This design comes from an exercise in tuning for small area and a short achievable clock period on the open sky130 flow, not from production work. The RTL of this run was laid out without a check of its function.

**run.sh**
```bash
#!/bin/bash
# synth_recipe.tcl (not shown) runs the flow's synth.tcl, then flattens the netlist and writes it again
# the make line also repeats each setting of config.mk as NAME=value (left out here)
make -C /OpenROAD-flow-scripts/flow DESIGN_CONFIG=/design/flow/config.mk WORK_HOME=/design/flow/orfs CLKGATE_MAP_FILE= SYNTH_SCRIPT=/design/flow/synth_recipe.tcl finish
```
**config.mk**
```make
export PLATFORM = sky130hd
export DESIGN_NAME = dr_core
export DESIGN_NICKNAME = dr_core
export VERILOG_FILES = /design/flow/design.v
export SDC_FILE = /design/flow/constraint.sdc
export NUM_CORES = 4
export LEC_CHECK = 0
export CAP_MARGIN = 20
export CORE_MARGIN = 2
export CORE_UTILIZATION = 40
export CTS_BUF_LIST = sky130_fd_sc_hd__clkbuf_8
export PLACE_DENSITY = 0.6
export SETUP_SLACK_MARGIN = 1.6
export SLEW_MARGIN = 20
```
**constraint.sdc**
```tcl
create_clock -name core_clock -period 3.3 [get_ports {clock_480}]
set_input_delay 0.6600 -clock core_clock [delete_from_list [all_inputs] [get_ports {clock_480}]]
set_output_delay 0.6600 -clock core_clock [all_outputs]
set_load 0.01 [all_outputs]
```
**design.v**
```verilog
module CRD(
    input clock,
    input reset,
    input [4:0] data,
    output reg CRD,
    output reg ADD,
    output reg DROP,
    output DROP_w
);
reg [4:0] data_r, flag_r;
reg [2:0] ctrl_r;
reg [2:0] ctrl_w;
wire [4:0] flag_w = (data == data_r) ? flag_r : data ^ {5{data_r[4]}};
always @(*) begin
    if (flag_r[0]) ctrl_w = 3'd2;
    else if (flag_r[1]) ctrl_w = 3'd3;
    else if (flag_r[2]) ctrl_w = 3'd4;
    else if (flag_r[3]) ctrl_w = 3'd0;
    else if (flag_r[4]) ctrl_w = 3'd1;
    else ctrl_w = ctrl_r;
end
wire wrap = (ctrl_r[1:0] == ctrl_w[1:0]) && (ctrl_r[2] != ctrl_w[2]);
wire ADD_w = wrap & !ctrl_r[2];
assign DROP_w = wrap & ctrl_r[2];
always @(posedge clock) begin
    if (reset) begin
        data_r <= 5'b0;
        flag_r <= 5'b0;
        ctrl_r <= 3'b0;
        CRD <= 1'b0;
        ADD <= 1'b0;
        DROP <= 1'b0;
    end else begin
        data_r <= data;
        flag_r <= flag_w;
        ctrl_r <= ctrl_w;
        CRD <= data_r[ctrl_w];
        ADD <= ADD_w;
        DROP <= DROP_w;
    end
end
endmodule
module ad_fifo #(parameter N = 41)
(
    input  Clock, Reset,
    input  CRD, Add, Drop, DropNext,
    output reg Underflow, Overflow, Data
);
localparam M = N / 2;           
reg [N-1:0] c;                  
reg [N-1:1] a_q, d_q;           
reg [N-1:0] h;                  
reg T;                          
reg [4:0] cnt;
reg go;                         
wire [N-1:0] a = {a_q, Add};
wire [N-1:0] d0 = {d_q, Drop};
wire [N-1:0] d = d0 & ~({{(N-1){1'b0}}, ~go} << M);
wire [N-1:0] ag = a & ~({{(N-1){1'b0}}, ~go} << M);
wire [N:0] hx = {1'b0, h};                     
wire [N:0] dx = {1'b0, d};
wire [N-1:0] cp = {c[N-2:0], CRD};             
wire [N-1:0] h_n;
wire [N-1:0] add_hit;
genvar i;
generate
    for (i = 0; i < N; i = i + 1) begin : g_cell
        if (i == 0)
            assign h_n[i] = T ? 1'b0 : (h[i] & ~d[i]) | (hx[i+1] & dx[i+1]);
        else
            assign h_n[i] = T ? h[i-1] : (h[i] & ~d[i]) | (hx[i+1] & dx[i+1]);
        assign add_hit[i] = ag[i] & (h[i] | (hx[i+1] & dx[i+1]));
    end
endgenerate
wire T_n = ~T & (|add_hit);
wire data_n = go & (T_n ^ (|(h_n & cp)));
wire under_n = h_n[0] & DropNext & ~(~T & add_hit[0]);
wire over_n = ~T & h[N-1] & ag[N-1];
always @(posedge Clock) begin
    c <= cp;
    a_q <= a[N-2:0];
    d_q <= d0[N-2:0];
    if (Reset) begin
        h <= {{(N-1){1'b0}}, 1'b1} << M;
        T <= 1'b0;
        cnt <= 5'd0;
        go <= 1'b0;
        Data <= 1'b0;
        Underflow <= 1'b0;
        Overflow <= 1'b0;
    end else begin
        h <= h_n;
        T <= T_n;
        if (!go) cnt <= cnt + 5'd1;
        go <= go | (cnt == 5'd21);
        Data <= data_n;
        Underflow <= under_n;
        Overflow <= over_n;
    end
end
endmodule
module dr_core
(
    input        clock_480,
    input        reset,
    input  [4:0] data_in,
    output       data_out,
    output       underflow,
    output       overflow
);
wire dout_crd, add_crd, drop_crd, drop_next;
CRD crd(
    .clock(clock_480),
    .reset(reset),
    .data(data_in),
    .CRD(dout_crd),
    .ADD(add_crd),
    .DROP(drop_crd),
    .DROP_w(drop_next)
);
ad_fifo #(.N(41)) fifo
(
    .Clock(clock_480),
    .Reset(reset),
    .CRD(dout_crd),
    .Add(add_crd),
    .Drop(drop_crd),
    .DropNext(drop_next),
    .Underflow(underflow),
    .Overflow(overflow),
    .Data(data_out)
);
endmodule
```
==> results_dict.tcl <==
set metrics [dict create \
    die_area_um2 16700 \
    drcViolationCount 0 \
    syn2layout_area_growth_pct 18.0 \
    p_per_area_nw_per_um2 605 \
    routed_via_density 5.33 \
    crit_path_max_incr_delay_ps 500 \
    place.gp.congestion 0.911 \
    timing.final.hold_violations 0 \
    cts_tree "built" \
    cts_hold_buffers 0 \
    cts_max_level 4 \
    hold_path_class "flip-flop to flip-flop" \
    clockBufferDepth 2 \
    ioPinCount 10 \
    vdd_drop_max_uv 274 \
    async_flop_share_pct 0 \
    grt_overflow 0 \
    syn-cell-area_um2 6280 \
    fin_hold_ws_ps 347 \
    place_hpwl_um 10600 \
    synth-seq-cells 187 \
    drt-total-wl_um 15600 \
    ys_seq_area_share_pct 59.6 \
    cp_max_fo 9 \
    crit_family "simple AND/OR/NAND/NOR gates" \
    synth_ff_type "dfxtp_1" \
    maxSlewViolCount 0 \
    arrival_ps 2560 \
    fin_setup_tns_ps 0 \
    clock_latency_ps 460 \
    dp_cells 809 \
    utilization_pct 48.5 \
    p_leak_nw 2.71 \
    fmax_ghz 0.462 \
    path_class "flip-flop to flip-flop" \
    status "timing/DRC/antenna clean" \
    rsz0062_at_grt "yes" \
    drive_gt1_share_pct 14.0 \
    numCtsBuffers 17 \
    cap_violations 0 \
    fp-row-count 45 \
    synth_nets 614 \
    synth_edf_count 0 \
    setup_viol 0 \
    antenna_found_initial 0 \
    vias 4550 \
    drt_iter0_drc 311 \
    ys_types 50 \
    crit_chain "buf_16 -> buf_4 -> nor2b_1 -> a31oi_1 -> a32o_2 -> nor4_2 -> nand4_1 -> xnor2_1 -> nor3b_1" \
    syn_inst 605 \
    fin_crit_ps 2170 \
    cp_slowest_cell "dfxtp_4" \
    grt_pass1_wl_um 24500 \
    worst_slew_pin_slew_ps 627 \
    finalNonFillerCells 853 \
    grt_pass1_vias 4470 \
    fin_crit_sh_pct 65.7 \
    syn_area_per_cell_um2 10.4 \
    endpoint_kind "flip-flop" \
    path_buf_inv 2 \
    die_y_um 129 \
    slew_headroom_pct 58.2 \
    track_usage_pct 19.5 \
    die_w_um 129 \
    grt_max_degree 38 \
    cts-root-buf "clkbuf_8" \
    ys_warn_count 2 \
    n_antenna_cell 0 \
    coreArea_um2 15300 \
    fin_skew_ps 11.8 \
    portBuffers 9 \
    critPathLaunchType "flip-flop" \
    final_nets 638 \
    ant_nets 0 \
    start_util_pct 41.1 \
    wire_per_inst_um 18.3 \
    drt_first_pass_iters 5 \
    p_total_mw 4.48 \
    cts_sinks 187 \
    cp.required_ps 3690 \
    clk_pin_slew_worst_paths_ps 90 \
]
==> report_power, final <==
group | internal, mW | total, mW | switching [mW]
Sequential | 2.40 | 2.54 | 0.134
Clock | 0.773 | 1.56 | 0.786
Combinational | 0.188 | 0.383 | 0.195
Total | 3.36 | 4.48 | 1.12
==> sequential cells by signal, indices dropped and copies added (netlist names), 3 cells and up <==
signal	count
fifo.c	40
crd.ctrl_r	3
fifo.cnt	5
crd.flag_r	5
fifo.d_q	40
fifo.h	41
fifo.a_q	40
crd.data_r	5
==> final timing paths <==
check,slack (ps),cells after the start,startpoint,endpoint
worst min register to register,350,0,fifo.c[0]$_DFF_P_,fifo.c[1]$_DFF_P_
worst max register to register,1130,9,fifo.T$_SDFF_PP0_,fifo.Data$_SDFF_PP0_
worst max-delay path,1130,9,fifo.T$_SDFF_PP0_,fifo.Data$_SDFF_PP0_
worst min-delay path,350,0,fifo.c[0]$_DFF_P_,fifo.c[1]$_DFF_P_
==> Yosys cell counts, types with 10 or more instances <==
cell type / count / area, µm²
nor2b_1: 42 / 263
o311ai_0: 15 / 131
inv_1: 32 / 120
nand2_1: 18 / 67.6
a21oi_1: 17 / 85.1
nor3_1: 12 / 60.1
dfxtp_1: 187 / 3740
xnor2_1: 10 / 87.6
nor2_1: 45 / 169
o2111ai_1: 11 / 96.3
and2_1: 24 / 150
o21ai_0: 30 / 150
o31ai_1: 21 / 158
clkbuf_1: 13 / 48.8
nand2b_1: 34 / 213
==> per-stage QoR <==
stage	setup slack [ps]	cell area, µm²
after floorplan	1390	6280
after global placement	766	6590
after detailed placement	718	6590
after CTS	1170	7260
after global routing	1020	7400
final	1130	7400
==> placed cells by master, fill, tap and decap left out, drive strengths merged, types with 3 or more instances in the layout <==
master and instances:
dfxtp 187, nor2 45, nor2b 42, inv 35, nand2b 34, o21ai 30
and2 24, clkbuf 24, o31ai 21, nand2 18, a21oi 17, buf 16
o311ai 15, nor3 12, o2111ai 11, xnor2 10, a221oi 6, nor3b 6
a311oi 6, a21o 6, nand3 6, nor4 6, o22ai 5, clkdlybuf4s50 5
xor2 4, a211oi 4, clkinvlp 4, a22oi 4, a221o 3, nand4 3
and3 3, a31oi 3
==> layer usage <==
metal / track usage, % / wire [µm]
met3: 4.42 / 803
met1: 26.4 / 7280
met5: 0 / 0
met2: 30.0 / 7120
met4: 8.25 / 449
==> layout make-up <==
cell class / count / area, µm²
Tap cell: 211 / 264
Sequential cell: 187 / 3760
Fill cell: 1420 / 7850
Clock inverter: 10 / 115
Inverter: 33 / 125
Clock buffer: 22 / 303
Timing Repair Buffer: 25 / 305
Multi-Input combinational cell: 365 / 2540
==> repair_timing <==
action | 4_1_cts | 5_1_grt
gates cloned | 3 | 0
resized for setup | 41 | 35
pin swaps | 5 | 9
setup buffers | 6 | 3
endpoints found under the setup margin | 6 | 12
==> logic make-up (layout without fill, tap and decap cells) <==
group | after synthesis | in the layout | share of synthesized area (%)
XOR/XNOR | 14 | 14 | 1.95
AND/OR/NAND/NOR | 206 | 206 | 18.0
multiplexers | 2 | 2 | 0.518
flip-flops | 187 | 187 | 59.6
buffers and inverters | 53 | 90 | 3.47
adder cells (fa/ha/maj) | 2 | 2 | 0.399
AO/OA/AOI/OAI | 141 | 141 | 16.0

==> what the ideal ports hide <==
The results above use ideal ports. As a check the final layout listed here was re-extracted and re-timed, cells and wires unchanged.
Step 1 assumes that a clkbuf_16 drives the clock port and a buf_2 every other input.
Step 2, shift: input delay + t, output delay - t, t = (earliest + latest rising clock arrival at the registers) / 2. This alone moves slack from input paths to output paths.
a / b / c = ideal / step 1 / step 2; a / b = the first two.
t (ns): 0.493
setup slack, ns: 1.133 / 1.133 / 1.133
worst setup path at the end: register to register
worst data-port slew with drivers (ns): 0.03
After both steps setup and hold are still met in this run. The setup slack of this run moves by 0.000 ns with the drivers and by 0.000 ns with both steps.
